What follows belongs to an exercise in optimizing a design on an open flow for small area; a production flow would make more cautious choices.
In this exercise RTL edits were held to simulation tests only and were not proved equivalent to the original.

==> flow/design.v, too long to show whole: its modules and the start of the top module <==
// module cordic_B: 3749 lines
module cordic_B(
  input                     clk,
  input                     rst_n,
  input  signed [31:0]      x,
  input  signed [31:0]      y,
  input                     start,
  input                     start1,
  output wire signed [31:0] angle,
  output wire signed [31:0] anglef
);
  // ...
==> flow/flow/run.sh <==
#!/bin/bash
# Own layout flow: the standard ORFS flow (standard.sh), with two changes:
#  - ABC maps the logic with an area-oriented script (flow/abc.script) in
#    place of ORFS's abc_speed.script; Yosys's synthesis script and every
#    register it makes are unchanged;
#  - port buffers use the platform's smallest buffer.
set -euo pipefail
here=$(pwd)
rm -rf "$here/scripts"
cp -r "$FLOW_HOME/scripts" "$here/scripts"
cp "$here/flow/abc.script" "$here/scripts/abc_speed.script"
export SCRIPTS_DIR="$here/scripts"
export BUFFER_PORTS_ARGS="-buffer_cell sky130_fd_sc_hd__buf_1"
bash standard.sh > "$here/standard_flow.log" 2>&1
==> flow/flow/abc.script <==
&get -n
&st
&syn2
&dch -f
&nf -R 1000
&put
buffer -c
topo
stime -c
upsize -c
dnsize -c
==> flow/standard.sh <==
#!/bin/bash
# synth_recipe.tcl (not shown) runs the flow's synth.tcl, then flattens the netlist and writes it again
# the make line also repeats each setting of config.mk as NAME=value (left out here)
make -C /OpenROAD-flow-scripts/flow DESIGN_CONFIG=/design/flow/config.mk WORK_HOME=/design/flow/orfs CLKGATE_MAP_FILE= SYNTH_SCRIPT=/design/flow/synth_recipe.tcl "${@:-finish}"
==> flow/config.mk <==
export PLATFORM = sky130hd
export DESIGN_NAME = cordic_B
export DESIGN_NICKNAME = cordic_B
export VERILOG_FILES = /design/flow/design.v
export SDC_FILE = /design/flow/constraint.sdc
export NUM_CORES = 4
export LEC_CHECK = 0
export CAP_MARGIN = 20
export CORE_MARGIN = 2
export CORE_UTILIZATION = 40
export CTS_BUF_LIST = sky130_fd_sc_hd__clkbuf_16
export CTS_CLUSTER_DIAMETER = 80
export CTS_CLUSTER_SIZE = 24
export PLACE_DENSITY = 0.6
export SLEW_MARGIN = 20
==> flow/constraint.sdc <==
create_clock -name core_clock -period 6.0 [get_ports {clk}]
set_input_delay 1.2000 -clock core_clock [delete_from_list [all_inputs] [get_ports {clk}]]
set_output_delay 1.2000 -clock core_clock [all_outputs]
set_load 0.01 [all_outputs]
==> results by group, run 1 <==
Run status
  – Status: finished with violations
  – SO Viols: negative setup slack

Logic synthesis
  – Most frequent cell after synthesis: dfxtp_1
  – Synth Register Bits: 929
  – Compound-Gate Fraction of Synth Area: 0.08888
  – Post-synth top area cell: dfxtp_1
  – Synth top area cells: dfxtp_1 (34%), ha_1 (17%), xor2_1 (9.6%)
  – Simple-Gate Fraction of Synth Area: 0.08925
  – Register area share after synthesis: 0.3684
  – Synth unique cells: 65

Die
  – Number of I/O pins: 132
  – Starting Density: 0.4021

Timing
  – Worst-Margin Slew: 857.0 ps
  – Clock Skews: 29.07 ps
  – Setup Viol. Count Final: 1
  – Setup WS post-layout: -41.57 ps
  – Final period utilization: 1.007
  – Hold Fails Final Rpt: 0

Global routing
  – First-pass GRT wire length: 164.2 mm

Detailed routing
  – First-pass DRT Iterations: 5
  – Vias per cell: 4.658
  – DR iter-0 viols: 1265

Final layout
  – N_diodes: 0
  – Clock buffers: 50
  – Design area: 55710 sq um
  – ClkCell Share: 0.02695

Clocking
  – Post-CTS Setup Inserts: 0
  – Num CTS Buffers: 49
  – Clock sink total: 929
  – Number of gates resized after CTS: 0

Placed design
  – DP Worst Slack: -714.0 ps

Critical path
  – R2r endpoint: c10_v[30]
  – Setup crit end kind: register
  – Crit path buf inv count: 2
==> inputs of run 2 (changes only) <==
--- a/flow/design.v
+++ b/flow/design.v
@@ -265,18 +265,10 @@
 wire v16_G34 = v16_g[15] | (v16_p[15] & v16_G33);
 wire v16_G35 = v16_G9 | (v16_P9 & v16_G33);
 wire [16:0] v16 = {v16_p[16] ^ v16_G34, v16_p[15] ^ v16_G33, v16_p[14] ^ v16_G32, v16_p[13] ^ v16_G31, v16_p[12] ^ v16_G30, v16_p[11] ^ v16_G29, v16_p[10] ^ v16_G28, v16_p[9] ^ v16_G27, v16_p[8] ^ v16_G26, v16_p[7] ^ v16_G21, v16_p[6] ^ v16_G20, v16_p[5] ^ v16_G19, v16_p[4] ^ v16_G18, v16_p[3] ^ v16_G11, v16_p[2] ^ v16_G10, v16_p[1] ^ v16_G1, v16_p[0] ^ 1'b1};
-reg [16:0] c1_x;
-reg [16:0] c1_v;
-reg [1:0] c1_s;
-always @(posedge clk) begin
-  c1_x <= xn15;
-  c1_v <= v16;
-  c1_s <= {s9, c0_s[0]};
-end
-wire s17 = c1_s[1] ^ c1_v[16];
-wire [16:0] u18 = c1_v ^ {17{c1_v[16]}};
+wire s17 = s9 ^ v16[16];
+wire [16:0] u18 = v16 ^ {17{v16[16]}};
 wire [31:0] uf19 = {u18, {15{s17}}};
-wire signed [31:0] xf20 = {c1_x, 15'd0};
+wire signed [31:0] xf20 = {xn15, 15'd0};
 wire signed [31:0] X21 = xf20 >>> 2;
 wire [31:0] U22 = uf19 >> 2;
 wire [18:0] xn23_s_a = xf20[31:13];
@@ -412,18 +404,18 @@
 wire v24_G39 = v24_G19 | (v24_P19 & v24_G36);
 wire v24_G40 = v24_G20 | (v24_P20 & v24_G36);
 wire [18:0] v24 = {v24_p[18] ^ v24_G39, v24_p[17] ^ v24_G38, v24_p[16] ^ v24_G37, v24_p[15] ^ v24_G36, v24_p[14] ^ v24_G35, v24_p[13] ^ v24_G34, v24_p[12] ^ v24_G33, v24_p[11] ^ v24_G32, v24_p[10] ^ v24_G31, v24_p[9] ^ v24_G30, v24_p[8] ^ v24_G29, v24_p[7] ^ v24_G24, v24_p[6] ^ v24_G23, v24_p[5] ^ v24_G22, v24_p[4] ^ v24_G21, v24_p[3] ^ v24_G12, v24_p[2] ^ v24_G11, v24_p[1] ^ v24_G1, v24_p[0] ^ 1'b1};
-reg [18:0] c2_x;
-reg [18:0] c2_v;
-reg [2:0] c2_s;
+reg [18:0] c1_x;
+reg [18:0] c1_v;
+reg [2:0] c1_s;
 always @(posedge clk) begin
-  c2_x <= xn23;
-  c2_v <= v24;
-  c2_s <= {s17, c1_s[1], c1_s[0]};
+  c1_x <= xn23;
+  c1_v <= v24;
+  c1_s <= {s17, s9, c0_s[0]};
 end
-wire s25 = c2_s[2] ^ c2_v[18];
-wire [18:0] u26 = c2_v ^ {19{c2_v[18]}};
+wire s25 = c1_s[2] ^ c1_v[18];
+wire [18:0] u26 = c1_v ^ {19{c1_v[18]}};
 wire [31:0] uf27 = {u26, {13{s25}}};
-wire signed [31:0] xf28 = {c2_x, 13'd0};
+wire signed [31:0] xf28 = {c1_x, 13'd0};
 wire signed [31:0] X29 = xf28 >>> 3;
 wire [31:0] U30 = uf27 >> 3;
 wire [21:0] xn31_s_a = xf28[31:10];
@@ -585,18 +577,10 @@
 wire v32_G47 = v32_G32 | (v32_P32 & v32_G41);
 wire v32_G48 = v32_G33 | (v32_P33 & v32_G41);
 wire [21:0] v32 = {v32_p[21] ^ v32_G47, v32_p[20] ^ v32_G46, v32_p[19] ^ v32_G45, v32_p[18] ^ v32_G44, v32_p[17] ^ v32_G43, v32_p[16] ^ v32_G42, v32_p[15] ^ v32_G41, v32_p[14] ^ v32_G40, v32_p[13] ^ v32_G39, v32_p[12] ^ v32_G38, v32_p[11] ^ v32_G37, v32_p[10] ^ v32_G36, v32_p[9] ^ v32_G35, v32_p[8] ^ v32_G34, v32_p[7] ^ v32_G26, v32_p[6] ^ v32_G25, v32_p[5] ^ v32_G24, v32_p[4] ^ v32_G23, v32_p[3] ^ v32_G13, v32_p[2] ^ v32_G12, v32_p[1] ^ v32_G1, v32_p[0] ^ 1'b1};
-reg [21:0] c3_x;
-reg [21:0] c3_v;
-reg [3:0] c3_s;
-always @(posedge clk) begin
-  c3_x <= xn31;
-  c3_v <= v32;
-  c3_s <= {s25, c2_s[2], c2_s[1], c2_s[0]};
-end
-wire s33 = c3_s[3] ^ c3_v[21];
-wire [21:0] u34 = c3_v ^ {22{c3_v[21]}};
+wire s33 = s25 ^ v32[21];
+wire [21:0] u34 = v32 ^ {22{v32[21]}};
 wire [31:0] uf35 = {u34, {10{s33}}};
-wire signed [31:0] xf36 = {c3_x, 10'd0};
+wire signed [31:0] xf36 = {xn31, 10'd0};
 wire signed [31:0] X37 = xf36 >>> 4;
 wire [31:0] U38 = uf35 >> 4;
 wire [25:0] xn39_s_a = xf36[31:6];
@@ -798,18 +782,18 @@
 wire v40_G59 = v40_G48 | (v40_P48 & v40_G46);
 wire v40_G60 = v40_G49 | (v40_P49 & v40_G46);
 wire [25:0] v40 = {v40_p[25] ^ v40_G59, v40_p[24] ^ v40_G58, v40_p[23] ^ v40_G57, v40_p[22] ^ v40_G56, v40_p[21] ^ v40_G55, v40_p[20] ^ v40_G54, v40_p[19] ^ v40_G53, v40_p[18] ^ v40_G52, v40_p[17] ^ v40_G51, v40_p[16] ^ v40_G50, v40_p[15] ^ v40_G46, v40_p[14] ^ v40_G45, v40_p[13] ^ v40_G44, v40_p[12] ^ v40_G43, v40_p[11] ^ v40_G42, v40_p[10] ^ v40_G41, v40_p[9] ^ v40_G40, v40_p[8] ^ v40_G39, v40_p[7] ^ v40_G30, v40_p[6] ^ v40_G29, v40_p[5] ^ v40_G28, v40_p[4] ^ v40_G27, v40_p[3] ^ v40_G15, v40_p[2] ^ v40_G14, v40_p[1] ^ v40_G1, v40_p[0] ^ 1'b1};
-reg [25:0] c4_x;
-reg [25:0] c4_v;
-reg [4:0] c4_s;
+reg [25:0] c2_x;
+reg [25:0] c2_v;
+reg [4:0] c2_s;
 always @(posedge clk) begin
-  c4_x <= xn39;
-  c4_v <= v40;
-  c4_s <= {s33, c3_s[3], c3_s[2], c3_s[1], c3_s[0]};
+  c2_x <= xn39;
+  c2_v <= v40;
+  c2_s <= {s33, s25, c1_s[2], c1_s[1], c1_s[0]};
 end
-wire s41 = c4_s[4] ^ c4_v[25];
-wire [25:0] u42 = c4_v ^ {26{c4_v[25]}};
+wire s41 = c2_s[4] ^ c2_v[25];
+wire [25:0] u42 = c2_v ^ {26{c2_v[25]}};
 wire [31:0] uf43 = {u42, {6{s41}}};
-wire signed [31:0] xf44 = {c4_x, 6'd0};
+wire signed [31:0] xf44 = {c2_x, 6'd0};
 wire signed [31:0] X45 = xf44 >>> 5;
 wire [31:0] U46 = uf43 >> 5;
 wire [30:0] xn47_s_a = xf44[31:1];
@@ -1081,18 +1065,18 @@
 wire v48_G79 = v48_G63 | (v48_P63 & v48_G56);
 wire v48_G80 = v48_G64 | (v48_P64 & v48_G56);
 wire [30:0] v48 = {v48_p[30] ^ v48_G79, v48_p[29] ^ v48_G78, v48_p[28] ^ v48_G77, v48_p[27] ^ v48_G76, v48_p[26] ^ v48_G75, v48_p[25] ^ v48_G74, v48_p[24] ^ v48_G73, v48_p[23] ^ v48_G72, v48_p[22] ^ v48_G71, v48_p[21] ^ v48_G70, v48_p[20] ^ v48_G69, v48_p[19] ^ v48_G68, v48_p[18] ^ v48_G67, v48_p[17] ^ v48_G66, v48_p[16] ^ v48_G65, v48_p[15] ^ v48_G56, v48_p[14] ^ v48_G55, v48_p[13] ^ v48_G54, v48_p[12] ^ v48_G53, v48_p[11] ^ v48_G52, v48_p[10] ^ v48_G51, v48_p[9] ^ v48_G50, v48_p[8] ^ v48_G49, v48_p[7] ^ v48_G36, v48_p[6] ^ v48_G35, v48_p[5] ^ v48_G34, v48_p[4] ^ v48_G33, v48_p[3] ^ v48_G18, v48_p[2] ^ v48_G17, v48_p[1] ^ v48_G1, v48_p[0] ^ 1'b1};
-reg [30:0] c5_x;
-reg [30:0] c5_v;
-reg [5:0] c5_s;
+reg [30:0] c3_x;
+reg [30:0] c3_v;
+reg [5:0] c3_s;
 always @(posedge clk) begin
-  c5_x <= xn47;
-  c5_v <= v48;
-  c5_s <= {s41, c4_s[4], c4_s[3], c4_s[2], c4_s[1], c4_s[0]};
+  c3_x <= xn47;
+  c3_v <= v48;
+  c3_s <= {s41, c2_s[4], c2_s[3], c2_s[2], c2_s[1], c2_s[0]};
 end
-wire s49 = c5_s[5] ^ c5_v[30];
-wire [30:0] u50 = c5_v ^ {31{c5_v[30]}};
+wire s49 = c3_s[5] ^ c3_v[30];
+wire [30:0] u50 = c3_v ^ {31{c3_v[30]}};
 wire [31:0] uf51 = {u50, {1{s49}}};
-wire signed [31:0] xf52 = {c5_x, 1'd0};
+wire signed [31:0] xf52 = {c3_x, 1'd0};
 wire signed [31:0] X53 = xf52 >>> 6;
 wire [31:0] U54 = uf51 >> 6;
 wire [31:0] xn55_s_a = xf52[31:0];
@@ -1366,18 +1350,18 @@
 wire v56_G80 = v56_G64 | (v56_P64 & v56_G56);
 wire v56_G81 = v56_g[31] | (v56_p[31] & v56_G80);
 wire [31:0] v56 = {v56_p[31] ^ v56_G80, v56_p[30] ^ v56_G79, v56_p[29] ^ v56_G78, v56_p[28] ^ v56_G77, v56_p[27] ^ v56_G76, v56_p[26] ^ v56_G75, v56_p[25] ^ v56_G74, v56_p[24] ^ v56_G73, v56_p[23] ^ v56_G72, v56_p[22] ^ v56_G71, v56_p[21] ^ v56_G70, v56_p[20] ^ v56_G69, v56_p[19] ^ v56_G68, v56_p[18] ^ v56_G67, v56_p[17] ^ v56_G66, v56_p[16] ^ v56_G65, v56_p[15] ^ v56_G56, v56_p[14] ^ v56_G55, v56_p[13] ^ v56_G54, v56_p[12] ^ v56_G53, v56_p[11] ^ v56_G52, v56_p[10] ^ v56_G51, v56_p[9] ^ v56_G50, v56_p[8] ^ v56_G49, v56_p[7] ^ v56_G36, v56_p[6] ^ v56_G35, v56_p[5] ^ v56_G34, v56_p[4] ^ v56_G33, v56_p[3] ^ v56_G18, v56_p[2] ^ v56_G17, v56_p[1] ^ v56_G1, v56_p[0] ^ 1'b1};
-reg [31:0] c6_x;
-reg [31:0] c6_v;
-reg [6:0] c6_s;
+reg [31:0] c4_x;
+reg [31:0] c4_v;
+reg [6:0] c4_s;
 always @(posedge clk) begin
-  c6_x <= xn55;
-  c6_v <= v56;
-  c6_s <= {s49, c5_s[5], c5_s[4], c5_s[3], c5_s[2], c5_s[1], c5_s[0]};
+  c4_x <= xn55;
+  c4_v <= v56;
+  c4_s <= {s49, c3_s[5], c3_s[4], c3_s[3], c3_s[2], c3_s[1], c3_s[0]};
 end
-wire s57 = c6_s[6] ^ c6_v[31];
-wire [31:0] u58 = c6_v ^ {32{c6_v[31]}};
+wire s57 = c4_s[6] ^ c4_v[31];
+wire [31:0] u58 = c4_v ^ {32{c4_v[31]}};
 wire [31:0] uf59 = u58;
-wire signed [31:0] xf60 = c6_x;
+wire signed [31:0] xf60 = c4_x;
 wire signed [31:0] X61 = xf60 >>> 7;
 wire [31:0] U62 = uf59 >> 7;
 wire [31:0] xn63_s_a = xf60[31:0];
@@ -1651,18 +1635,18 @@
 wire v64_G80 = v64_G64 | (v64_P64 & v64_G56);
 wire v64_G81 = v64_g[31] | (v64_p[31] & v64_G80);
 wire [31:0] v64 = {v64_p[31] ^ v64_G80, v64_p[30] ^ v64_G79, v64_p[29] ^ v64_G78, v64_p[28] ^ v64_G77, v64_p[27] ^ v64_G76, v64_p[26] ^ v64_G75, v64_p[25] ^ v64_G74, v64_p[24] ^ v64_G73, v64_p[23] ^ v64_G72, v64_p[22] ^ v64_G71, v64_p[21] ^ v64_G70, v64_p[20] ^ v64_G69, v64_p[19] ^ v64_G68, v64_p[18] ^ v64_G67, v64_p[17] ^ v64_G66, v64_p[16] ^ v64_G65, v64_p[15] ^ v64_G56, v64_p[14] ^ v64_G55, v64_p[13] ^ v64_G54, v64_p[12] ^ v64_G53, v64_p[11] ^ v64_G52, v64_p[10] ^ v64_G51, v64_p[9] ^ v64_G50, v64_p[8] ^ v64_G49, v64_p[7] ^ v64_G36, v64_p[6] ^ v64_G35, v64_p[5] ^ v64_G34, v64_p[4] ^ v64_G33, v64_p[3] ^ v64_G18, v64_p[2] ^ v64_G17, v64_p[1] ^ v64_G1, v64_p[0] ^ 1'b1};
-reg [31:0] c7_x;
-reg [31:0] c7_v;
-reg [7:0] c7_s;
+reg [31:0] c5_x;
+reg [31:0] c5_v;
+reg [7:0] c5_s;
 always @(posedge clk) begin
-  c7_x <= xn63;
-  c7_v <= v64;
-  c7_s <= {s57, c6_s[6], c6_s[5], c6_s[4], c6_s[3], c6_s[2], c6_s[1], c6_s[0]};
+  c5_x <= xn63;
+  c5_v <= v64;
+  c5_s <= {s57, c4_s[6], c4_s[5], c4_s[4], c4_s[3], c4_s[2], c4_s[1], c4_s[0]};
 end
-wire s65 = c7_s[7] ^ c7_v[31];
-wire [31:0] u66 = c7_v ^ {32{c7_v[31]}};
+wire s65 = c5_s[7] ^ c5_v[31];
+wire [31:0] u66 = c5_v ^ {32{c5_v[31]}};
 wire [31:0] uf67 = u66;
-wire signed [31:0] xf68 = c7_x;
+wire signed [31:0] xf68 = c5_x;
 wire signed [31:0] X69 = xf68 >>> 8;
 wire [31:0] U70 = uf67 >> 8;
 wire [31:0] xn71_s_a = xf68[31:0];
@@ -1936,18 +1920,18 @@
 wire v72_G80 = v72_G64 | (v72_P64 & v72_G56);
 wire v72_G81 = v72_g[31] | (v72_p[31] & v72_G80);
 wire [31:0] v72 = {v72_p[31] ^ v72_G80, v72_p[30] ^ v72_G79, v72_p[29] ^ v72_G78, v72_p[28] ^ v72_G77, v72_p[27] ^ v72_G76, v72_p[26] ^ v72_G75, v72_p[25] ^ v72_G74, v72_p[24] ^ v72_G73, v72_p[23] ^ v72_G72, v72_p[22] ^ v72_G71, v72_p[21] ^ v72_G70, v72_p[20] ^ v72_G69, v72_p[19] ^ v72_G68, v72_p[18] ^ v72_G67, v72_p[17] ^ v72_G66, v72_p[16] ^ v72_G65, v72_p[15] ^ v72_G56, v72_p[14] ^ v72_G55, v72_p[13] ^ v72_G54, v72_p[12] ^ v72_G53, v72_p[11] ^ v72_G52, v72_p[10] ^ v72_G51, v72_p[9] ^ v72_G50, v72_p[8] ^ v72_G49, v72_p[7] ^ v72_G36, v72_p[6] ^ v72_G35, v72_p[5] ^ v72_G34, v72_p[4] ^ v72_G33, v72_p[3] ^ v72_G18, v72_p[2] ^ v72_G17, v72_p[1] ^ v72_G1, v72_p[0] ^ 1'b1};
-reg [31:0] c8_x;
-reg [31:0] c8_v;
-reg [8:0] c8_s;
+reg [31:0] c6_x;
+reg [31:0] c6_v;
+reg [8:0] c6_s;
 always @(posedge clk) begin
-  c8_x <= xn71;
-  c8_v <= v72;
-  c8_s <= {s65, c7_s[7], c7_s[6], c7_s[5], c7_s[4], c7_s[3], c7_s[2], c7_s[1], c7_s[0]};
+  c6_x <= xn71;
+  c6_v <= v72;
+  c6_s <= {s65, c5_s[7], c5_s[6], c5_s[5], c5_s[4], c5_s[3], c5_s[2], c5_s[1], c5_s[0]};
 end
-wire s73 = c8_s[8] ^ c8_v[31];
-wire [31:0] u74 = c8_v ^ {32{c8_v[31]}};
+wire s73 = c6_s[8] ^ c6_v[31];
+wire [31:0] u74 = c6_v ^ {32{c6_v[31]}};
 wire [31:0] uf75 = u74;
-wire signed [31:0] xf76 = c8_x;
+wire signed [31:0] xf76 = c6_x;
 wire signed [31:0] X77 = xf76 >>> 9;
 wire [31:0] U78 = uf75 >> 9;
 wire [31:0] xn79_s_a = xf76[31:0];
@@ -2221,18 +2205,18 @@
 wire v80_G80 = v80_G64 | (v80_P64 & v80_G56);
 wire v80_G81 = v80_g[31] | (v80_p[31] & v80_G80);
 wire [31:0] v80 = {v80_p[31] ^ v80_G80, v80_p[30] ^ v80_G79, v80_p[29] ^ v80_G78, v80_p[28] ^ v80_G77, v80_p[27] ^ v80_G76, v80_p[26] ^ v80_G75, v80_p[25] ^ v80_G74, v80_p[24] ^ v80_G73, v80_p[23] ^ v80_G72, v80_p[22] ^ v80_G71, v80_p[21] ^ v80_G70, v80_p[20] ^ v80_G69, v80_p[19] ^ v80_G68, v80_p[18] ^ v80_G67, v80_p[17] ^ v80_G66, v80_p[16] ^ v80_G65, v80_p[15] ^ v80_G56, v80_p[14] ^ v80_G55, v80_p[13] ^ v80_G54, v80_p[12] ^ v80_G53, v80_p[11] ^ v80_G52, v80_p[10] ^ v80_G51, v80_p[9] ^ v80_G50, v80_p[8] ^ v80_G49, v80_p[7] ^ v80_G36, v80_p[6] ^ v80_G35, v80_p[5] ^ v80_G34, v80_p[4] ^ v80_G33, v80_p[3] ^ v80_G18, v80_p[2] ^ v80_G17, v80_p[1] ^ v80_G1, v80_p[0] ^ 1'b1};
-reg [31:0] c9_x;
-reg [31:0] c9_v;
-reg [9:0] c9_s;
+reg [31:0] c7_x;
+reg [31:0] c7_v;
+reg [9:0] c7_s;
 always @(posedge clk) begin
-  c9_x <= xn79;
-  c9_v <= v80;
-  c9_s <= {s73, c8_s[8], c8_s[7], c8_s[6], c8_s[5], c8_s[4], c8_s[3], c8_s[2], c8_s[1], c8_s[0]};
+  c7_x <= xn79;
+  c7_v <= v80;
+  c7_s <= {s73, c6_s[8], c6_s[7], c6_s[6], c6_s[5], c6_s[4], c6_s[3], c6_s[2], c6_s[1], c6_s[0]};
 end
-wire s81 = c9_s[9] ^ c9_v[31];
-wire [31:0] u82 = c9_v ^ {32{c9_v[31]}};
+wire s81 = c7_s[9] ^ c7_v[31];
+wire [31:0] u82 = c7_v ^ {32{c7_v[31]}};
 wire [31:0] uf83 = u82;
-wire signed [31:0] xf84 = c9_x;
+wire signed [31:0] xf84 = c7_x;
 wire signed [31:0] X85 = xf84 >>> 10;
 wire [31:0] U86 = uf83 >> 10;
 wire [31:0] xn87_s_a = xf84[31:0];
@@ -2506,18 +2490,18 @@
 wire v88_G80 = v88_G64 | (v88_P64 & v88_G56);
 wire v88_G81 = v88_g[31] | (v88_p[31] & v88_G80);
 wire [31:0] v88 = {v88_p[31] ^ v88_G80, v88_p[30] ^ v88_G79, v88_p[29] ^ v88_G78, v88_p[28] ^ v88_G77, v88_p[27] ^ v88_G76, v88_p[26] ^ v88_G75, v88_p[25] ^ v88_G74, v88_p[24] ^ v88_G73, v88_p[23] ^ v88_G72, v88_p[22] ^ v88_G71, v88_p[21] ^ v88_G70, v88_p[20] ^ v88_G69, v88_p[19] ^ v88_G68, v88_p[18] ^ v88_G67, v88_p[17] ^ v88_G66, v88_p[16] ^ v88_G65, v88_p[15] ^ v88_G56, v88_p[14] ^ v88_G55, v88_p[13] ^ v88_G54, v88_p[12] ^ v88_G53, v88_p[11] ^ v88_G52, v88_p[10] ^ v88_G51, v88_p[9] ^ v88_G50, v88_p[8] ^ v88_G49, v88_p[7] ^ v88_G36, v88_p[6] ^ v88_G35, v88_p[5] ^ v88_G34, v88_p[4] ^ v88_G33, v88_p[3] ^ v88_G18, v88_p[2] ^ v88_G17, v88_p[1] ^ v88_G1, v88_p[0] ^ 1'b1};
-reg [31:0] c10_x;
-reg [31:0] c10_v;
-reg [10:0] c10_s;
+reg [31:0] c8_x;
+reg [31:0] c8_v;
+reg [10:0] c8_s;
 always @(posedge clk) begin
-  c10_x <= xn87;
-  c10_v <= v88;
-  c10_s <= {s81, c9_s[9], c9_s[8], c9_s[7], c9_s[6], c9_s[5], c9_s[4], c9_s[3], c9_s[2], c9_s[1], c9_s[0]};
+  c8_x <= xn87;
+  c8_v <= v88;
+  c8_s <= {s81, c7_s[9], c7_s[8], c7_s[7], c7_s[6], c7_s[5], c7_s[4], c7_s[3], c7_s[2], c7_s[1], c7_s[0]};
 end
-wire s89 = c10_s[10] ^ c10_v[31];
-wire [31:0] u90 = c10_v ^ {32{c10_v[31]}};
+wire s89 = c8_s[10] ^ c8_v[31];
+wire [31:0] u90 = c8_v ^ {32{c8_v[31]}};
 wire [31:0] uf91 = u90;
-wire signed [31:0] xf92 = c10_x;
+wire signed [31:0] xf92 = c8_x;
 wire signed [31:0] X93 = xf92 >>> 11;
 wire [31:0] U94 = uf91 >> 11;
 wire [31:0] xn95_s_a = xf92[31:0];
@@ -2791,18 +2775,18 @@
 wire v96_G80 = v96_G64 | (v96_P64 & v96_G56);
 wire v96_G81 = v96_g[31] | (v96_p[31] & v96_G80);
 wire [31:0] v96 = {v96_p[31] ^ v96_G80, v96_p[30] ^ v96_G79, v96_p[29] ^ v96_G78, v96_p[28] ^ v96_G77, v96_p[27] ^ v96_G76, v96_p[26] ^ v96_G75, v96_p[25] ^ v96_G74, v96_p[24] ^ v96_G73, v96_p[23] ^ v96_G72, v96_p[22] ^ v96_G71, v96_p[21] ^ v96_G70, v96_p[20] ^ v96_G69, v96_p[19] ^ v96_G68, v96_p[18] ^ v96_G67, v96_p[17] ^ v96_G66, v96_p[16] ^ v96_G65, v96_p[15] ^ v96_G56, v96_p[14] ^ v96_G55, v96_p[13] ^ v96_G54, v96_p[12] ^ v96_G53, v96_p[11] ^ v96_G52, v96_p[10] ^ v96_G51, v96_p[9] ^ v96_G50, v96_p[8] ^ v96_G49, v96_p[7] ^ v96_G36, v96_p[6] ^ v96_G35, v96_p[5] ^ v96_G34, v96_p[4] ^ v96_G33, v96_p[3] ^ v96_G18, v96_p[2] ^ v96_G17, v96_p[1] ^ v96_G1, v96_p[0] ^ 1'b1};
-reg [31:0] c11_x;
-reg [31:0] c11_v;
-reg [11:0] c11_s;
+reg [31:0] c9_x;
+reg [31:0] c9_v;
+reg [11:0] c9_s;
 always @(posedge clk) begin
-  c11_x <= xn95;
-  c11_v <= v96;
-  c11_s <= {s89, c10_s[10], c10_s[9], c10_s[8], c10_s[7], c10_s[6], c10_s[5], c10_s[4], c10_s[3], c10_s[2], c10_s[1], c10_s[0]};
+  c9_x <= xn95;
+  c9_v <= v96;
+  c9_s <= {s89, c8_s[10], c8_s[9], c8_s[8], c8_s[7], c8_s[6], c8_s[5], c8_s[4], c8_s[3], c8_s[2], c8_s[1], c8_s[0]};
 end
-wire s97 = c11_s[11] ^ c11_v[31];
-wire [31:0] u98 = c11_v ^ {32{c11_v[31]}};
+wire s97 = c9_s[11] ^ c9_v[31];
+wire [31:0] u98 = c9_v ^ {32{c9_v[31]}};
 wire [31:0] uf99 = u98;
-wire signed [31:0] xf100 = c11_x;
+wire signed [31:0] xf100 = c9_x;
 wire signed [31:0] X101 = xf100 >>> 12;
 wire [31:0] U102 = uf99 >> 12;
 wire [31:0] xn103_s_a = xf100[31:0];
@@ -3076,18 +3060,18 @@
 wire v104_G80 = v104_G64 | (v104_P64 & v104_G56);
 wire v104_G81 = v104_g[31] | (v104_p[31] & v104_G80);
 wire [31:0] v104 = {v104_p[31] ^ v104_G80, v104_p[30] ^ v104_G79, v104_p[29] ^ v104_G78, v104_p[28] ^ v104_G77, v104_p[27] ^ v104_G76, v104_p[26] ^ v104_G75, v104_p[25] ^ v104_G74, v104_p[24] ^ v104_G73, v104_p[23] ^ v104_G72, v104_p[22] ^ v104_G71, v104_p[21] ^ v104_G70, v104_p[20] ^ v104_G69, v104_p[19] ^ v104_G68, v104_p[18] ^ v104_G67, v104_p[17] ^ v104_G66, v104_p[16] ^ v104_G65, v104_p[15] ^ v104_G56, v104_p[14] ^ v104_G55, v104_p[13] ^ v104_G54, v104_p[12] ^ v104_G53, v104_p[11] ^ v104_G52, v104_p[10] ^ v104_G51, v104_p[9] ^ v104_G50, v104_p[8] ^ v104_G49, v104_p[7] ^ v104_G36, v104_p[6] ^ v104_G35, v104_p[5] ^ v104_G34, v104_p[4] ^ v104_G33, v104_p[3] ^ v104_G18, v104_p[2] ^ v104_G17, v104_p[1] ^ v104_G1, v104_p[0] ^ 1'b1};
-reg [31:0] c12_x;
-reg [31:0] c12_v;
-reg [12:0] c12_s;
+reg [31:0] c10_x;
+reg [31:0] c10_v;
+reg [12:0] c10_s;
 always @(posedge clk) begin
-  c12_x <= xn103;
-  c12_v <= v104;
-  c12_s <= {s97, c11_s[11], c11_s[10], c11_s[9], c11_s[8], c11_s[7], c11_s[6], c11_s[5], c11_s[4], c11_s[3], c11_s[2], c11_s[1], c11_s[0]};
+  c10_x <= xn103;
+  c10_v <= v104;
+  c10_s <= {s97, c9_s[11], c9_s[10], c9_s[9], c9_s[8], c9_s[7], c9_s[6], c9_s[5], c9_s[4], c9_s[3], c9_s[2], c9_s[1], c9_s[0]};
 end
-wire s105 = c12_s[12] ^ c12_v[31];
-wire [31:0] u106 = c12_v ^ {32{c12_v[31]}};
+wire s105 = c10_s[12] ^ c10_v[31];
+wire [31:0] u106 = c10_v ^ {32{c10_v[31]}};
 wire [31:0] uf107 = u106;
-wire signed [31:0] xf108 = c12_x;
+wire signed [31:0] xf108 = c10_x;
 wire signed [31:0] X109 = xf108 >>> 13;
 wire [31:0] U110 = uf107 >> 13;
 wire [31:0] xn111_s_a = xf108[31:0];
@@ -3361,18 +3345,18 @@
 wire v112_G80 = v112_G64 | (v112_P64 & v112_G56);
 wire v112_G81 = v112_g[31] | (v112_p[31] & v112_G80);
 wire [31:0] v112 = {v112_p[31] ^ v112_G80, v112_p[30] ^ v112_G79, v112_p[29] ^ v112_G78, v112_p[28] ^ v112_G77, v112_p[27] ^ v112_G76, v112_p[26] ^ v112_G75, v112_p[25] ^ v112_G74, v112_p[24] ^ v112_G73, v112_p[23] ^ v112_G72, v112_p[22] ^ v112_G71, v112_p[21] ^ v112_G70, v112_p[20] ^ v112_G69, v112_p[19] ^ v112_G68, v112_p[18] ^ v112_G67, v112_p[17] ^ v112_G66, v112_p[16] ^ v112_G65, v112_p[15] ^ v112_G56, v112_p[14] ^ v112_G55, v112_p[13] ^ v112_G54, v112_p[12] ^ v112_G53, v112_p[11] ^ v112_G52, v112_p[10] ^ v112_G51, v112_p[9] ^ v112_G50, v112_p[8] ^ v112_G49, v112_p[7] ^ v112_G36, v112_p[6] ^ v112_G35, v112_p[5] ^ v112_G34, v112_p[4] ^ v112_G33, v112_p[3] ^ v112_G18, v112_p[2] ^ v112_G17, v112_p[1] ^ v112_G1, v112_p[0] ^ 1'b1};
-reg [17:0] c13_x;
-reg [31:0] c13_v;
-reg [13:0] c13_s;
+reg [17:0] c11_x;
+reg [31:0] c11_v;
+reg [13:0] c11_s;
 always @(posedge clk) begin
-  c13_x <= xn111;
-  c13_v <= v112;
-  c13_s <= {s105, c12_s[12], c12_s[11], c12_s[10], c12_s[9], c12_s[8], c12_s[7], c12_s[6], c12_s[5], c12_s[4], c12_s[3], c12_s[2], c12_s[1], c12_s[0]};
+  c11_x <= xn111;
+  c11_v <= v112;
+  c11_s <= {s105, c10_s[12], c10_s[11], c10_s[10], c10_s[9], c10_s[8], c10_s[7], c10_s[6], c10_s[5], c10_s[4], c10_s[3], c10_s[2], c10_s[1], c10_s[0]};
 end
-wire s113 = c13_s[13] ^ c13_v[31];
-wire [31:0] u114 = c13_v ^ {32{c13_v[31]}};
+wire s113 = c11_s[13] ^ c11_v[31];
+wire [31:0] u114 = c11_v ^ {32{c11_v[31]}};
 wire [31:0] uf115 = u114;
-wire signed [31:0] xf116 = {c13_x, 14'd0};
+wire signed [31:0] xf116 = {c11_x, 14'd0};
 wire signed [31:0] X117 = xf116 >>> 14;
 wire [31:0] v118_a = uf115;
 wire [31:0] v118_b = ~X117;
@@ -3510,64 +3494,64 @@
 wire v118_G81 = v118_g[31] | (v118_p[31] & v118_G80);
 wire [31:0] v118 = {v118_p[31] ^ v118_G80, v118_p[30] ^ v118_G79, v118_p[29] ^ v118_G78, v118_p[28] ^ v118_G77, v118_p[27] ^ v118_G76, v118_p[26] ^ v118_G75, v118_p[25] ^ v118_G74, v118_p[24] ^ v118_G73, v118_p[23] ^ v118_G72, v118_p[22] ^ v118_G71, v118_p[21] ^ v118_G70, v118_p[20] ^ v118_G69, v118_p[19] ^ v118_G68, v118_p[18] ^ v118_G67, v118_p[17] ^ v118_G66, v118_p[16] ^ v118_G65, v118_p[15] ^ v118_G56, v118_p[14] ^ v118_G55, v118_p[13] ^ v118_G54, v118_p[12] ^ v118_G53, v118_p[11] ^ v118_G52, v118_p[10] ^ v118_G51, v118_p[9] ^ v118_G50, v118_p[8] ^ v118_G49, v118_p[7] ^ v118_G36, v118_p[6] ^ v118_G35, v118_p[5] ^ v118_G34, v118_p[4] ^ v118_G33, v118_p[3] ^ v118_G18, v118_p[2] ^ v118_G17, v118_p[1] ^ v118_G1, v118_p[0] ^ 1'b1};
 wire s119 = s113 ^ v118[31];
-reg [15:0] c14_s;
+reg [15:0] c12_s;
 always @(posedge clk) begin
-  c14_s <= {s119, s113, c13_s[13], c13_s[12], c13_s[11], c13_s[10], c13_s[9], c13_s[8], c13_s[7], c13_s[6], c13_s[5], c13_s[4], c13_s[3], c13_s[2], c13_s[1], c13_s[0]};
+  c12_s <= {s119, s113, c11_s[13], c11_s[12], c11_s[11], c11_s[10], c11_s[9], c11_s[8], c11_s[7], c11_s[6], c11_s[5], c11_s[4], c11_s[3], c11_s[2], c11_s[1], c11_s[0]};
 end
-wire f120_s121 = ~c14_s[1] ^ ~c14_s[2] ^ ~c14_s[5];
-wire f120_c122 = (~c14_s[1] & ~c14_s[2]) | (~c14_s[5] & (~c14_s[1] ^ ~c14_s[2]));
-wire f120_s123 = ~c14_s[6] ^ ~c14_s[8] ^ ~c14_s[9];
-wire f120_c124 = (~c14_s[6] & ~c14_s[8]) | (~c14_s[9] & (~c14_s[6] ^ ~c14_s[8]));
-wire f120_s125 = ~c14_s[10] ^ ~c14_s[11] ^ ~c14_s[13];
-wire f120_c126 = (~c14_s[10] & ~c14_s[11]) | (~c14_s[13] & (~c14_s[10] ^ ~c14_s[11]));
-wire f120_s127 = ~c14_s[1] ^ ~c14_s[4] ^ ~c14_s[7];
-wire f120_c128 = (~c14_s[1] & ~c14_s[4]) | (~c14_s[7] & (~c14_s[1] ^ ~c14_s[4]));
-wire f120_s129 = ~c14_s[9] ^ ~c14_s[12] ^ ~c14_s[13];
-wire f120_c130 = (~c14_s[9] & ~c14_s[12]) | (~c14_s[13] & (~c14_s[9] ^ ~c14_s[12]));
-wire f120_s131 = ~c14_s[2] ^ ~c14_s[4] ^ ~c14_s[6];
-wire f120_c132 = (~c14_s[2] & ~c14_s[4]) | (~c14_s[6] & (~c14_s[2] ^ ~c14_s[4]));
-wire f120_s133 = ~c14_s[8] ^ ~c14_s[11] ^ ~c14_s[12];
-wire f120_c134 = (~c14_s[8] & ~c14_s[11]) | (~c14_s[12] & (~c14_s[8] ^ ~c14_s[11]));
-wire f120_s135 = ~c14_s[13] ^ ~c14_s[14] ^ 1'b1;
-wire f120_c136 = (~c14_s[13] & ~c14_s[14]) | (1'b1 & (~c14_s[13] ^ ~c14_s[14]));
-wire f120_s137 = ~c14_s[4] ^ ~c14_s[5] ^ ~c14_s[7];
-wire f120_c138 = (~c14_s[4] & ~c14_s[5]) | (~c14_s[7] & (~c14_s[4] ^ ~c14_s[5]));
-wire f120_s139 = ~c14_s[10] ^ ~c14_s[11] ^ ~c14_s[12];
-wire f120_c140 = (~c14_s[10] & ~c14_s[11]) | (~c14_s[12] & (~c14_s[10] ^ ~c14_s[11]));
-wire f120_s141 = ~c14_s[6] ^ ~c14_s[9] ^ ~c14_s[10];
-wire f120_c142 = (~c14_s[6] & ~c14_s[9]) | (~c14_s[10] & (~c14_s[6] ^ ~c14_s[9]));
-wire f120_s143 = ~c14_s[11] ^ 1'b1;
-wire f120_c144 = ~c14_s[11] & 1'b1;
-wire f120_s145 = ~c14_s[2] ^ ~c14_s[5] ^ ~c14_s[8];
-wire f120_c146 = (~c14_s[2] & ~c14_s[5]) | (~c14_s[8] & (~c14_s[2] ^ ~c14_s[5]));
-wire f120_s147 = ~c14_s[9] ^ ~c14_s[10] ^ 1'b1;
-wire f120_c148 = (~c14_s[9] & ~c14_s[10]) | (1'b1 & (~c14_s[9] ^ ~c14_s[10]));
-wire f120_s149 = ~c14_s[1] ^ ~c14_s[4] ^ ~c14_s[7];
-wire f120_c150 = (~c14_s[1] & ~c14_s[4]) | (~c14_s[7] & (~c14_s[1] ^ ~c14_s[4]));
-wire f120_s151 = ~c14_s[8] ^ ~c14_s[9];
-wire f120_c152 = ~c14_s[8] & ~c14_s[9];
-wire f120_s153 = ~c14_s[3] ^ ~c14_s[6] ^ ~c14_s[7];
-wire f120_c154 = (~c14_s[3] & ~c14_s[6]) | (~c14_s[7] & (~c14_s[3] ^ ~c14_s[6]));
-wire f120_s155 = ~c14_s[5] ^ ~c14_s[6] ^ ~c14_s[7];
-wire f120_c156 = (~c14_s[5] & ~c14_s[6]) | (~c14_s[7] & (~c14_s[5] ^ ~c14_s[6]));
-wire f120_s157 = ~c14_s[1] ^ ~c14_s[4] ^ ~c14_s[5];
-wire f120_c158 = (~c14_s[1] & ~c14_s[4]) | (~c14_s[5] & (~c14_s[1] ^ ~c14_s[4]));
-wire f120_s159 = ~c14_s[0] ^ ~c14_s[3] ^ ~c14_s[4];
-wire f120_c160 = (~c14_s[0] & ~c14_s[3]) | (~c14_s[4] & (~c14_s[0] ^ ~c14_s[3]));
-wire f120_s161 = ~c14_s[1] ^ ~c14_s[2] ^ ~c14_s[3];
-wire f120_c162 = (~c14_s[1] & ~c14_s[2]) | (~c14_s[3] & (~c14_s[1] ^ ~c14_s[2]));
-wire f120_s163 = ~c14_s[4] ^ 1'b1;
-wire f120_c164 = ~c14_s[4] & 1'b1;
-wire f120_s165 = ~c14_s[0] ^ ~c14_s[2] ^ ~c14_s[3];
-wire f120_c166 = (~c14_s[0] & ~c14_s[2]) | (~c14_s[3] & (~c14_s[0] ^ ~c14_s[2]));
-wire f120_s167 = ~c14_s[0] ^ ~c14_s[1] ^ ~c14_s[2];
-wire f120_c168 = (~c14_s[0] & ~c14_s[1]) | (~c14_s[2] & (~c14_s[0] ^ ~c14_s[1]));
+wire f120_s121 = ~c12_s[1] ^ ~c12_s[2] ^ ~c12_s[5];
+wire f120_c122 = (~c12_s[1] & ~c12_s[2]) | (~c12_s[5] & (~c12_s[1] ^ ~c12_s[2]));
+wire f120_s123 = ~c12_s[6] ^ ~c12_s[8] ^ ~c12_s[9];
+wire f120_c124 = (~c12_s[6] & ~c12_s[8]) | (~c12_s[9] & (~c12_s[6] ^ ~c12_s[8]));
+wire f120_s125 = ~c12_s[10] ^ ~c12_s[11] ^ ~c12_s[13];
+wire f120_c126 = (~c12_s[10] & ~c12_s[11]) | (~c12_s[13] & (~c12_s[10] ^ ~c12_s[11]));
+wire f120_s127 = ~c12_s[1] ^ ~c12_s[4] ^ ~c12_s[7];
+wire f120_c128 = (~c12_s[1] & ~c12_s[4]) | (~c12_s[7] & (~c12_s[1] ^ ~c12_s[4]));
+wire f120_s129 = ~c12_s[9] ^ ~c12_s[12] ^ ~c12_s[13];
+wire f120_c130 = (~c12_s[9] & ~c12_s[12]) | (~c12_s[13] & (~c12_s[9] ^ ~c12_s[12]));
+wire f120_s131 = ~c12_s[2] ^ ~c12_s[4] ^ ~c12_s[6];
+wire f120_c132 = (~c12_s[2] & ~c12_s[4]) | (~c12_s[6] & (~c12_s[2] ^ ~c12_s[4]));
+wire f120_s133 = ~c12_s[8] ^ ~c12_s[11] ^ ~c12_s[12];
+wire f120_c134 = (~c12_s[8] & ~c12_s[11]) | (~c12_s[12] & (~c12_s[8] ^ ~c12_s[11]));
+wire f120_s135 = ~c12_s[13] ^ ~c12_s[14] ^ 1'b1;
+wire f120_c136 = (~c12_s[13] & ~c12_s[14]) | (1'b1 & (~c12_s[13] ^ ~c12_s[14]));
+wire f120_s137 = ~c12_s[4] ^ ~c12_s[5] ^ ~c12_s[7];
+wire f120_c138 = (~c12_s[4] & ~c12_s[5]) | (~c12_s[7] & (~c12_s[4] ^ ~c12_s[5]));
+wire f120_s139 = ~c12_s[10] ^ ~c12_s[11] ^ ~c12_s[12];
+wire f120_c140 = (~c12_s[10] & ~c12_s[11]) | (~c12_s[12] & (~c12_s[10] ^ ~c12_s[11]));
+wire f120_s141 = ~c12_s[6] ^ ~c12_s[9] ^ ~c12_s[10];
+wire f120_c142 = (~c12_s[6] & ~c12_s[9]) | (~c12_s[10] & (~c12_s[6] ^ ~c12_s[9]));
+wire f120_s143 = ~c12_s[11] ^ 1'b1;
+wire f120_c144 = ~c12_s[11] & 1'b1;
+wire f120_s145 = ~c12_s[2] ^ ~c12_s[5] ^ ~c12_s[8];
+wire f120_c146 = (~c12_s[2] & ~c12_s[5]) | (~c12_s[8] & (~c12_s[2] ^ ~c12_s[5]));
+wire f120_s147 = ~c12_s[9] ^ ~c12_s[10] ^ 1'b1;
+wire f120_c148 = (~c12_s[9] & ~c12_s[10]) | (1'b1 & (~c12_s[9] ^ ~c12_s[10]));
+wire f120_s149 = ~c12_s[1] ^ ~c12_s[4] ^ ~c12_s[7];
+wire f120_c150 = (~c12_s[1] & ~c12_s[4]) | (~c12_s[7] & (~c12_s[1] ^ ~c12_s[4]));
+wire f120_s151 = ~c12_s[8] ^ ~c12_s[9];
+wire f120_c152 = ~c12_s[8] & ~c12_s[9];
+wire f120_s153 = ~c12_s[3] ^ ~c12_s[6] ^ ~c12_s[7];
+wire f120_c154 = (~c12_s[3] & ~c12_s[6]) | (~c12_s[7] & (~c12_s[3] ^ ~c12_s[6]));
+wire f120_s155 = ~c12_s[5] ^ ~c12_s[6] ^ ~c12_s[7];
+wire f120_c156 = (~c12_s[5] & ~c12_s[6]) | (~c12_s[7] & (~c12_s[5] ^ ~c12_s[6]));
+wire f120_s157 = ~c12_s[1] ^ ~c12_s[4] ^ ~c12_s[5];
+wire f120_c158 = (~c12_s[1] & ~c12_s[4]) | (~c12_s[5] & (~c12_s[1] ^ ~c12_s[4]));
+wire f120_s159 = ~c12_s[0] ^ ~c12_s[3] ^ ~c12_s[4];
+wire f120_c160 = (~c12_s[0] & ~c12_s[3]) | (~c12_s[4] & (~c12_s[0] ^ ~c12_s[3]));
+wire f120_s161 = ~c12_s[1] ^ ~c12_s[2] ^ ~c12_s[3];
+wire f120_c162 = (~c12_s[1] & ~c12_s[2]) | (~c12_s[3] & (~c12_s[1] ^ ~c12_s[2]));
+wire f120_s163 = ~c12_s[4] ^ 1'b1;
+wire f120_c164 = ~c12_s[4] & 1'b1;
+wire f120_s165 = ~c12_s[0] ^ ~c12_s[2] ^ ~c12_s[3];
+wire f120_c166 = (~c12_s[0] & ~c12_s[2]) | (~c12_s[3] & (~c12_s[0] ^ ~c12_s[2]));
+wire f120_s167 = ~c12_s[0] ^ ~c12_s[1] ^ ~c12_s[2];
+wire f120_c168 = (~c12_s[0] & ~c12_s[1]) | (~c12_s[2] & (~c12_s[0] ^ ~c12_s[1]));
 wire f120_s169 = f120_s121 ^ f120_s123 ^ f120_s125;
 wire f120_c170 = (f120_s121 & f120_s123) | (f120_s125 & (f120_s121 ^ f120_s123));
 wire f120_s171 = f120_c122 ^ f120_c124 ^ f120_c126;
 wire f120_c172 = (f120_c122 & f120_c124) | (f120_c126 & (f120_c122 ^ f120_c124));
-wire f120_s173 = f120_s127 ^ f120_s129 ^ ~c14_s[15];
-wire f120_c174 = (f120_s127 & f120_s129) | (~c14_s[15] & (f120_s127 ^ f120_s129));
+wire f120_s173 = f120_s127 ^ f120_s129 ^ ~c12_s[15];
+wire f120_c174 = (f120_s127 & f120_s129) | (~c12_s[15] & (f120_s127 ^ f120_s129));
 wire f120_s175 = f120_c128 ^ f120_c130 ^ f120_s131;
 wire f120_c176 = (f120_c128 & f120_c130) | (f120_s131 & (f120_c128 ^ f120_c130));
 wire f120_s177 = f120_s133 ^ f120_s135;
@@ -3584,10 +3568,10 @@
 wire f120_c188 = (f120_c146 & f120_c148) | (f120_s149 & (f120_c146 ^ f120_c148));
 wire f120_s189 = f120_c150 ^ f120_c152 ^ f120_s153;
 wire f120_c190 = (f120_c150 & f120_c152) | (f120_s153 & (f120_c150 ^ f120_c152));
-wire f120_s191 = f120_c156 ^ f120_s157 ^ ~c14_s[6];
-wire f120_c192 = (f120_c156 & f120_s157) | (~c14_s[6] & (f120_c156 ^ f120_s157));
-wire f120_s193 = f120_c158 ^ f120_s159 ^ ~c14_s[5];
-wire f120_c194 = (f120_c158 & f120_s159) | (~c14_s[5] & (f120_c158 ^ f120_s159));
+wire f120_s191 = f120_c156 ^ f120_s157 ^ ~c12_s[6];
+wire f120_c192 = (f120_c156 & f120_s157) | (~c12_s[6] & (f120_c156 ^ f120_s157));
+wire f120_s193 = f120_c158 ^ f120_s159 ^ ~c12_s[5];
+wire f120_c194 = (f120_c158 & f120_s159) | (~c12_s[5] & (f120_c158 ^ f120_s159));
 wire f120_s195 = f120_c160 ^ f120_s161 ^ f120_s163;
 wire f120_c196 = (f120_c160 & f120_s161) | (f120_s163 & (f120_c160 ^ f120_s161));
 wire f120_s197 = f120_c162 ^ f120_c164 ^ f120_s165;
@@ -3606,14 +3590,14 @@
 wire f120_c210 = (f120_c184 & f120_s185) | (f120_s147 & (f120_c184 ^ f120_s185));
 wire f120_s211 = f120_c186 ^ f120_s187 ^ f120_s151;
 wire f120_c212 = (f120_c186 & f120_s187) | (f120_s151 & (f120_c186 ^ f120_s187));
-wire f120_s213 = f120_c188 ^ f120_s189 ^ ~c14_s[8];
-wire f120_c214 = (f120_c188 & f120_s189) | (~c14_s[8] & (f120_c188 ^ f120_s189));
+wire f120_s213 = f120_c188 ^ f120_s189 ^ ~c12_s[8];
+wire f120_c214 = (f120_c188 & f120_s189) | (~c12_s[8] & (f120_c188 ^ f120_s189));
 wire f120_s215 = f120_c190 ^ f120_c154 ^ f120_s155;
 wire f120_c216 = (f120_c190 & f120_c154) | (f120_s155 & (f120_c190 ^ f120_c154));
 wire f120_s217 = f120_c196 ^ f120_s197 ^ 1'b1;
 wire f120_c218 = (f120_c196 & f120_s197) | (1'b1 & (f120_c196 ^ f120_s197));
-wire f120_s219 = f120_c200 ^ f120_c168 ^ ~c14_s[1];
-wire f120_c220 = (f120_c200 & f120_c168) | (~c14_s[1] & (f120_c200 ^ f120_c168));
+wire f120_s219 = f120_c200 ^ f120_c168 ^ ~c12_s[1];
+wire f120_c220 = (f120_c200 & f120_c168) | (~c12_s[1] & (f120_c200 ^ f120_c168));
 wire f120_s221 = f120_c202 ^ f120_s203 ^ f120_s177;
 wire f120_c222 = (f120_c202 & f120_s203) | (f120_s177 & (f120_c202 ^ f120_s203));
 wire f120_s223 = f120_c204 ^ f120_s205 ^ f120_s181;
@@ -3671,19 +3655,19 @@
 wire f120_lo_G20 = f120_lo_G12 | (f120_lo_P12 & f120_lo_G16);
 wire [10:0] f120_lo = {f120_lo_p[10] ^ f120_lo_G19, f120_lo_p[9] ^ f120_lo_G18, f120_lo_p[8] ^ f120_lo_G17, f120_lo_p[7] ^ f120_lo_G16, f120_lo_p[6] ^ f120_lo_G15, f120_lo_p[5] ^ f120_lo_G14, f120_lo_p[4] ^ f120_lo_G13, f120_lo_p[3] ^ f120_lo_G8, f120_lo_p[2] ^ f120_lo_G7, f120_lo_p[1] ^ f120_lo_G1, f120_lo_p[0] ^ 1'b0};
 wire f120_ci = f120_lo[10];
-reg [7:0] c15_r0;
-reg [7:0] c15_r1;
-reg [0:0] c15_ci;
+reg [7:0] c13_r0;
+reg [7:0] c13_r1;
+reg [0:0] c13_ci;
 always @(posedge clk) begin
-  c15_r0 <= {1'b1, f120_c220, f120_c228, f120_s227, f120_c242, f120_s241, f120_s239, f120_s237};
-  c15_r1 <= {1'b0, ~c14_s[0], f120_s219, 1'b0, f120_s217, 1'b0, 1'b0, 1'b0};
-  c15_ci <= f120_ci;
+  c13_r0 <= {1'b1, f120_c220, f120_c228, f120_s227, f120_c242, f120_s241, f120_s239, f120_s237};
+  c13_r1 <= {1'b0, ~c12_s[0], f120_s219, 1'b0, f120_s217, 1'b0, 1'b0, 1'b0};
+  c13_ci <= f120_ci;
 end
-wire [7:0] f243_a = c15_r0;
-wire [7:0] f243_b = c15_r1;
+wire [7:0] f243_a = c13_r0;
+wire [7:0] f243_b = c13_r1;
 wire [7:0] f243_p = f243_a ^ f243_b;
 wire [7:0] f243_g = f243_a & f243_b;
-wire f243_G1 = f243_g[0] | (f243_p[0] & c15_ci);
+wire f243_G1 = f243_g[0] | (f243_p[0] & c13_ci);
 wire f243_G2 = f243_g[2] | (f243_p[2] & f243_g[1]);
 wire f243_P2 = f243_p[2] & f243_p[1];
 wire f243_G3 = f243_g[4] | (f243_p[4] & f243_g[3]);
@@ -3701,10 +3685,18 @@
 wire f243_G11 = f243_G7 | (f243_P7 & f243_G6);
 wire f243_G12 = f243_G8 | (f243_P8 & f243_G6);
 wire f243_G13 = f243_g[7] | (f243_p[7] & f243_G12);
-wire [7:0] f243 = {f243_p[7] ^ f243_G12, f243_p[6] ^ f243_G11, f243_p[5] ^ f243_G10, f243_p[4] ^ f243_G9, f243_p[3] ^ f243_G6, f243_p[2] ^ f243_G5, f243_p[1] ^ f243_G1, f243_p[0] ^ c15_ci};
+wire [7:0] f243 = {f243_p[7] ^ f243_G12, f243_p[6] ^ f243_G11, f243_p[5] ^ f243_G10, f243_p[4] ^ f243_G9, f243_p[3] ^ f243_G6, f243_p[2] ^ f243_G5, f243_p[1] ^ f243_G1, f243_p[0] ^ c13_ci};
+reg [7:0] c14_f;
+always @(posedge clk) begin
+  c14_f <= f243;
+end
+reg [7:0] c15_f;
+always @(posedge clk) begin
+  c15_f <= c14_f;
+end
 reg [7:0] c16_f;
 always @(posedge clk) begin
-  c16_f <= f243;
+  c16_f <= c15_f;
 end
 reg [7:0] c17_f;
 always @(posedge clk) begin
==> flow/flow/abc.script (replaced) <==
&get -n
&st
&dch -f
&nf -a -R 1000
&put
buffer -c
topo
stime -c
upsize -c
dnsize -c
--- a/flow/config.mk
+++ b/flow/config.mk
@@ -7,9 +7,9 @@
 export LEC_CHECK = 0
 export CAP_MARGIN = 20
 export CORE_MARGIN = 2
-export CORE_UTILIZATION = 40
+export CORE_UTILIZATION = 55
 export CTS_BUF_LIST = sky130_fd_sc_hd__clkbuf_16
 export CTS_CLUSTER_DIAMETER = 80
 export CTS_CLUSTER_SIZE = 24
-export PLACE_DENSITY = 0.6
+export PLACE_DENSITY = 0.75
 export SLEW_MARGIN = 20
==> results by group, run 2 <==
Timing
  – Worst-Margin Slew: 1074 ps (+217.1 ps)
  – Clock Skews: 39.80 ps (+10.74 ps)
  – Fin crit period: 5786 ps
  – Final period utilization: 0.9644 (-0.04254)
  – RSZ-0062 raised after global routing: yes
  – Hold Fails Final Rpt: 0 (unchanged)
  – Total negative slack: 0 ps
  – Hold Slack: 311.6 ps
  – Setup Viol. Count Final: 0 (-1)
  – Slew Limit Fails: 0
  – Slew margin rel.: 0.2778
  – Achievable Freq: 0.1728 GHz

Logic synthesis
  – Syn Area/Cell: 9.768 sq um
  – Most frequent cell after synthesis: dfxtp_1
  – Mapped Cells: 5183
  – Async set-reset flop share out of synthesis: 0.06272
  – Number of synthesized flops with an enable pin: 0
  – Synth top area cells: dfxtp_1 (32%), ha_1 (17%), xor2_1 (10%)
  – Post-synthesis instance area: 50630 sq um
  – Post-synth top area cell: dfxtp_1
  – Share of Yosys cell area claimed by the top area cell type: 0.3191
  – Synth Register Bits: 861 (-7.3%)
  – Top post-synthesis cells by count: dfxtp_1 (807), ha_1 (696), inv_1 (595), xor2_1 (585), xnor2_1 (461)
  – Register area share after synthesis: 0.3458 (-0.02265)
  – Yosys Warn Count: 1
  – Prevailing post-synth register cell: dfxtp_1
  – Synth unique cells: 76 (+17%)
  – Post-Syn Nets: 6103

Placed design
  – Post-DP HPWL: 84.25 mm
  – IO Port Bufs: 130
  – Routability cong.: 0.9046

Clocking
  – Worst-skew pair later-pin latency: 620 ps
  – Post-CTS Setup Inserts: 0 (unchanged)
  – Clk pin slew, worst setup/hold paths: 90 ps
  – TritonCTS clock tree: built
  – Longest Clk Path Bufs: 3
  – Num CTS Buffers: 45 (-8.2%)
  – Clock sink total: 861 (-7.3%)
  – H-tree levels: 2
  – Clk Tree Root Cell: clkbuf_16

Critical path
  – Worst stage delay on the critical path: 470 ps
  – Setup crit end kind: register
  – Critical path launch point type: register
  – Critical Path RT: 6480 ps
  – Most used cell, CP: a21oi_1
  – Slowest-stage cell, CP: dfrtp_2
  – Crit Path Class: register to register
  – Worst EP arrival: 6260 ps
  – Max FO, Critical Path: 14

Detailed routing
  – Vias per cell: 5.247 (+13%)
  – Final wirelength: 102.0 mm
  – Antenna-violating nets left: 0
  – Via count: 34200
  – DR WL/cell: 15.64 um
  – First-pass DRT Iterations: 7 (+2)
  – Drt drc: 0
  – DR iter-0 viols: 1757 (+39%)

Final layout
  – Share of layout cells above drive strength 1: 0.03863
  – N_diodes: 0 (unchanged)
  – Commonest cells after routing, fill and taps aside: dfxtp_1 (799), ha_1 (696), inv_1 (598), xor2_1 (580), xnor2_1 (460)
  – Commonest non-fill, non-tap cell in the layout: dfxtp_1
  – Fin nets: 6237
  – Area Overhead vs Synth: 6.747%
  – Finished Core Util: 0.5914
  – FILL cells: 7726

Global routing
  – Gr usage total: 0.2154
  – First-pass GRT wire length: 167.2 mm (+1.9%)
  – Vias in the first global route: 34210
  – Initial antenna violation count: 1
  – GR Overflow Total: 0
  – Largest net degree at the start of global routing: 81

Die
  – Die Ht: 307.4 um
  – Standard-cell row count: 111
  – Number of I/O pins: 132 (unchanged)
  – Full die area: 94500 sq um
  – Die X: 307.4 um
  – Core box area: 91390 sq um
  – Starting Density: 0.5540 (+0.1519)

Run status
  – Status: timing/DRC/antenna clean

Run
  – Max-Cap Viols: 0

Worst hold path
  – Hold Path Class: register to register
## run 2: changes by cell type in the layout (fill, tap and decap cells not counted), moves of 45 or more
cell | previous run | this run
buf_4 | 115 | 70
nor3_1 | 88 | 32
nor2_1 | 303 | 207
nand2_1 | 204 | 298
nor2b_1 | 85 | 37
a21oi_1 | 324 | 406
dfxtp_1 | 867 | 799
o21a_1 | 61 | 8
a21o_1 | 147 | 93
xnor2_1 | 408 | 460
## run 2: path summary, 6_finish.rpt
| path | endpoint | depth (start not counted) | from | slack (ps) |
|---|---|---|---|---|
| worst max-delay path | c1_v[18] | 29 | c0_v[15] | 210 |
| worst min-delay path | c17_f[0] | 0 | c16_f[0] | 310 |
| worst max register to register | c1_v[18] | 29 | c0_v[15] | 210 |
| worst min register to register | c17_f[0] | 0 | c16_f[0] | 310 |
| max in group asynchronous | c0_v[15] | 2 | rst_n | 4800 |
| min in group asynchronous | c0_v[14] | 2 | rst_n | 710 |
## run 2: timing repair
action / in CTS / in global routing
setup endpoints to repair: 4 / 24
endpoints found under the hold margin: 0 / 0
pin swaps: 2 / 6
gates resized for setup: 5 / 23
hold buffers: 0 / 0
## run 2: metal layers
metal / vias to the layer above / GRT usage / part of all wire
li1: 17390 / - / -
met1: 16190 / 0.2700 / 0.44
met2: 475 / 0.3945 / 0.51
met3: 148 / 0.01789 / 0.026
met4: 0 / 0.06058 / 0.027
met5: - / 0 / 0
## run 2: layout make-up
cell class,instances,area (sq um),share of cell area
inverters,612,2297,0.04250
well taps,1186,1484,0.02746
multi-input cells,3595,30350,0.5615
flip-flops and latches,861,17520,0.3241
clock buffers,46,1151,0.02130
clock inverters,17,203.9,0.003774
repair buffers,202,1042,0.01928
## run 2: through the flow
| step | cell area [sq um] | instances | setup WS (ps) |
|---|---|---|---|
| 2_1_floorplan | 50640 | 5183 | 10.40 |
| 3_3_place_gp | 52540 | 6456 | 8.725 |
| 3_5_place_dp | 52540 | 6456 | -105.1 |
| 4_1_cts | 53920 | 6519 | 2.529 |
| 5_1_grt | 54050 | 6519 | -82.02 |
| 6_report | 54050 | 6519 | 213.6 |
## run 2: kinds of logic after synthesis
kind of cell,count (synthesis),share of synthesized area
flops,861,0.3458
fa+ha+maj,852,0.2337
mux,4,0.0008402
compound gates,839,0.1009
buf+inv,727,0.05765
simple gates,848,0.07794
xor+xnor,1052,0.1832
## run 2: worst max-delay path: cells and delay by family, from the launching register on
kind	cells	cell delay, ps
AND/OR/NAND/NOR	3	330
XOR/XNOR	4	660
buffers and inverters	3	400
adder cells (fa/ha/maj)	3	920
flip-flops	1	470
AO/OA/AOI/OAI	16	2880
==> inputs of run 3 (changes only) <==
--- a/flow/config.mk
+++ b/flow/config.mk
@@ -7,9 +7,9 @@
 export LEC_CHECK = 0
 export CAP_MARGIN = 20
 export CORE_MARGIN = 2
-export CORE_UTILIZATION = 55
+export CORE_UTILIZATION = 40
 export CTS_BUF_LIST = sky130_fd_sc_hd__clkbuf_16
 export CTS_CLUSTER_DIAMETER = 80
 export CTS_CLUSTER_SIZE = 24
-export PLACE_DENSITY = 0.75
+export PLACE_DENSITY = 0.6
 export SLEW_MARGIN = 20
==> results by group, run 3 <==
Global routing
  – GR Overflow Total: 0 (unchanged)
  – Vias in the first global route: 33370 (-2.5%)
  – Initial antenna violation count: 0 (-1)

Critical path
  – Crit Path Class: register to register
  – Critical path launch point type: register
  – Worst EP arrival: 6140 ps (-120 ps)
  – Most used cell, CP: a21oi_1
  – Worst stage delay on the critical path: 440 ps (-30 ps)
  – Slowest-stage cell, CP: a311o_1
  – Critical Path RT: 6580 ps (+100 ps)
  – Max FO, Critical Path: 21 (+7)

Logic synthesis
  – Syn Area/Cell: 9.768 sq um (unchanged)
  – Number of synthesized flops with an enable pin: 0 (unchanged)
  – Largest family of logic cells by synthesized area: adder cells
  – Xor/xnor share of the synthesized area: 0.1832 (unchanged)
  – Mux cell area share after synthesis: 0.0008402 (unchanged)
  – Prevailing post-synth register cell: dfxtp_1
  – Compound-Gate Fraction of Synth Area: 0.1009 (unchanged)
  – Mapped Cells: 5183 (unchanged)
  – Async set-reset flop share out of synthesis: 0.06272 (unchanged)
  – Register area share after synthesis: 0.3458 (unchanged)
  – Yosys Warn Count: 1 (unchanged)
  – Synth top area cells: dfxtp_1 (32%), ha_1 (17%), xor2_1 (10%)
  – Most frequent cell after synthesis: dfxtp_1
  – Simple-Gate Fraction of Synth Area: 0.07794 (unchanged)
  – Synth unique cells: 76 (unchanged)
  – Post-synthesis instance area: 50630 sq um (unchanged)
  – Synth Register Bits: 861 (unchanged)

Clocking
  – Clk pin slew, worst setup/hold paths: 100 ps (about the same)
  – H-tree levels: 2 (unchanged)
  – Worst-skew pair later-pin latency: 660 ps (+40 ps)
  – Num CTS Buffers: 47 (+4.4%)
  – TritonCTS clock tree: built
  – Clock sink total: 861 (unchanged)
  – Longest Clk Path Bufs: 3 (unchanged)

Detailed routing
  – DR WL/cell: 14.75 um (-5.7%)
  – Via count: 33490 (-2.1%)
  – Antenna-violating nets left: 0 (unchanged)
  – First-pass DRT Iterations: 5 (-2)
  – Vias per cell: 4.770 (-9.1%)
  – DR iter-0 viols: 1261 (-28%)
  – Final wirelength: 103.6 mm (+1.6%)

Final layout
  – Share of layout cells above drive strength 1: 0.04468 (+0.006057)
  – Commonest cells after routing, fill and taps aside: dfxtp_1 (799), ha_1 (696), inv_1 (601), xor2_1 (583), xnor2_1 (455)
  – Area Overhead vs Synth: 8.471%
  – Fin nets: 6263 (+0.42%)
  – Commonest non-fill, non-tap cell in the layout: dfxtp_1
  – Design area: 54920 sq um (+1.6%)

Timing
  – Slew margin rel.: 0.4098 (+0.1320)
  – Final period utilization: 0.9270 (-0.03735)
  – Achievable Freq: 0.1798 GHz (+4.0%)
  – Slew Limit Fails: 0 (unchanged)
  – Hold Fails Final Rpt: 0 (unchanged)
  – Clock Skews: 28.06 ps (-11.75 ps)
  – Worst-Margin Slew: 879.4 ps (-194.8 ps)

Die
  – Die Ht: 359.8 um (+17%)
  – Full die area: 129400 sq um (+37%)
  – Number of I/O pins: 132 (unchanged)
  – Die X: 359.8 um (+17%)
  – Standard-cell row count: 130 (+17%)
  – Starting Density: 0.4032 (-0.1508)

Run status
  – Status: timing/DRC/antenna clean

Placed design
  – Post-DP HPWL: 86.62 mm (+2.8%)
  – Routability cong.: 0.8594 (-5.0%)
  – Placed cells: 6940 (+7.5%)
  – Post-DP Area: 53300 sq um (+1.4%)

Run
  – Max-Cap Viols: 0 (unchanged)

Worst hold path
  – Hold Path Class: register to register
[run 3: cell counts after synthesis]
Identical to the previous run, type by type.
[run 3: per-stage QoR]
stage / hold WS, ps / setup WS, ps / utilization
after global routing: 331.8 / -10.16 / 0.4374
after global placement: 309.7 / 26.06 / 0.4244
after floorplan: 309.6 / 10.40 / -
final: 320.2 / 437.7 / 0.4374
after detailed placement: 312.1 / 43.36 / 0.4244
after CTS: 319.2 / 0.5880 / 0.4362
[run 3: worst max-delay path: cells and delay by family (launching register included)]
kind / cells / cell delay, ps
buf+inv: 4 / 640
simple gates: 2 / 240
fa+ha+maj: 2 / 670
flops: 1 / 360
xor+xnor: 4 / 1020
compound gates: 12 / 2530
[run 3: path summary, 6_finish.rpt]
check	startpoint	slack (ps)	end	cells past startpoint
max	c1_v[18]	440	c2_v[24]	24
min	c9_s[4]	320	c10_s[4]	0
max reg2reg	c1_v[18]	440	c2_v[24]	24
min reg2reg	c9_s[4]	320	c10_s[4]	0
max in group asynchronous	rst_n	4810	c0_v[15]	2
min in group asynchronous	rst_n	670	c0_x[14]	2
[run 3: final cells by class]
| type | count | area (sq um) |
|---|---|---|
| clock inverter | 30 | 289.0 |
| inverter | 612 | 2297 |
| tap | 1650 | 2064 |
| multi-input combinational | 3595 | 30330 |
| fill | 12110 | 70650 |
| clock buffer | 47 | 1176 |
| sequential | 861 | 17520 |
| timing repair buffer | 226 | 1241 |
[run 3: logic make-up after synthesis]
| kind of cell | after synthesis |
|---|---|
| xor+xnor | 1052 |
| flops | 861 |
| fa+ha+maj | 852 |
| simple gates | 848 |
| compound gates | 839 |
| buf+inv | 727 |
| mux | 4 |
[run 3: per-layer routing]
layer  share of wire  vias to the layer above  global-route usage
li1                -                    17440                   -
met1            0.47                    15630              0.2067
met2            0.49                      297              0.2831
met3           0.022                      124             0.01425
met4           0.022                        0             0.04128
met5               0                        -                   0
[run 3: what timing repair did]
| item | in CTS | in global routing |
|---|---|---|
| gates resized for setup | 2 | 24 |
| setup buffers | 1 | 2 |
| pin swaps | 2 | 5 |
| setup endpoints to repair | 2 | 20 |

-- afterwards: timing with drivers on the ports --
The results above use ideal ports. As a check the final layouts listed here were re-extracted and re-timed, cells and wires unchanged.
Step 1 sets driving cells, clkbuf_16 on the clock port and buf_2 on the other inputs (assumed; they add their load-dependent delay and slew).
Step 2, shift: input delay + t, output delay - t, t = (earliest + latest rising clock arrival at the registers) / 2. This alone moves slack from input paths to output paths.
Three values: no drivers, after step 1, after step 2; two values: the first two.
run	t, ns	slack for setup (ns)	latest minus earliest clock arrival (ns)	worst slew at a driven data input, ns
run 1	0.707	-0.042 / -0.012 / -0.719	0.040 / 0.041	0.05
run 2	0.668	0.214 / 0.214 / 0.037	0.042 / 0.042	0.04
run 3	0.717	0.438 / 0.438 / 0.131	0.030 / 0.030	0.04
The setup slack of run 1, which loses most, moves by +0.030 ns with the drivers and by -0.677 ns with both steps.
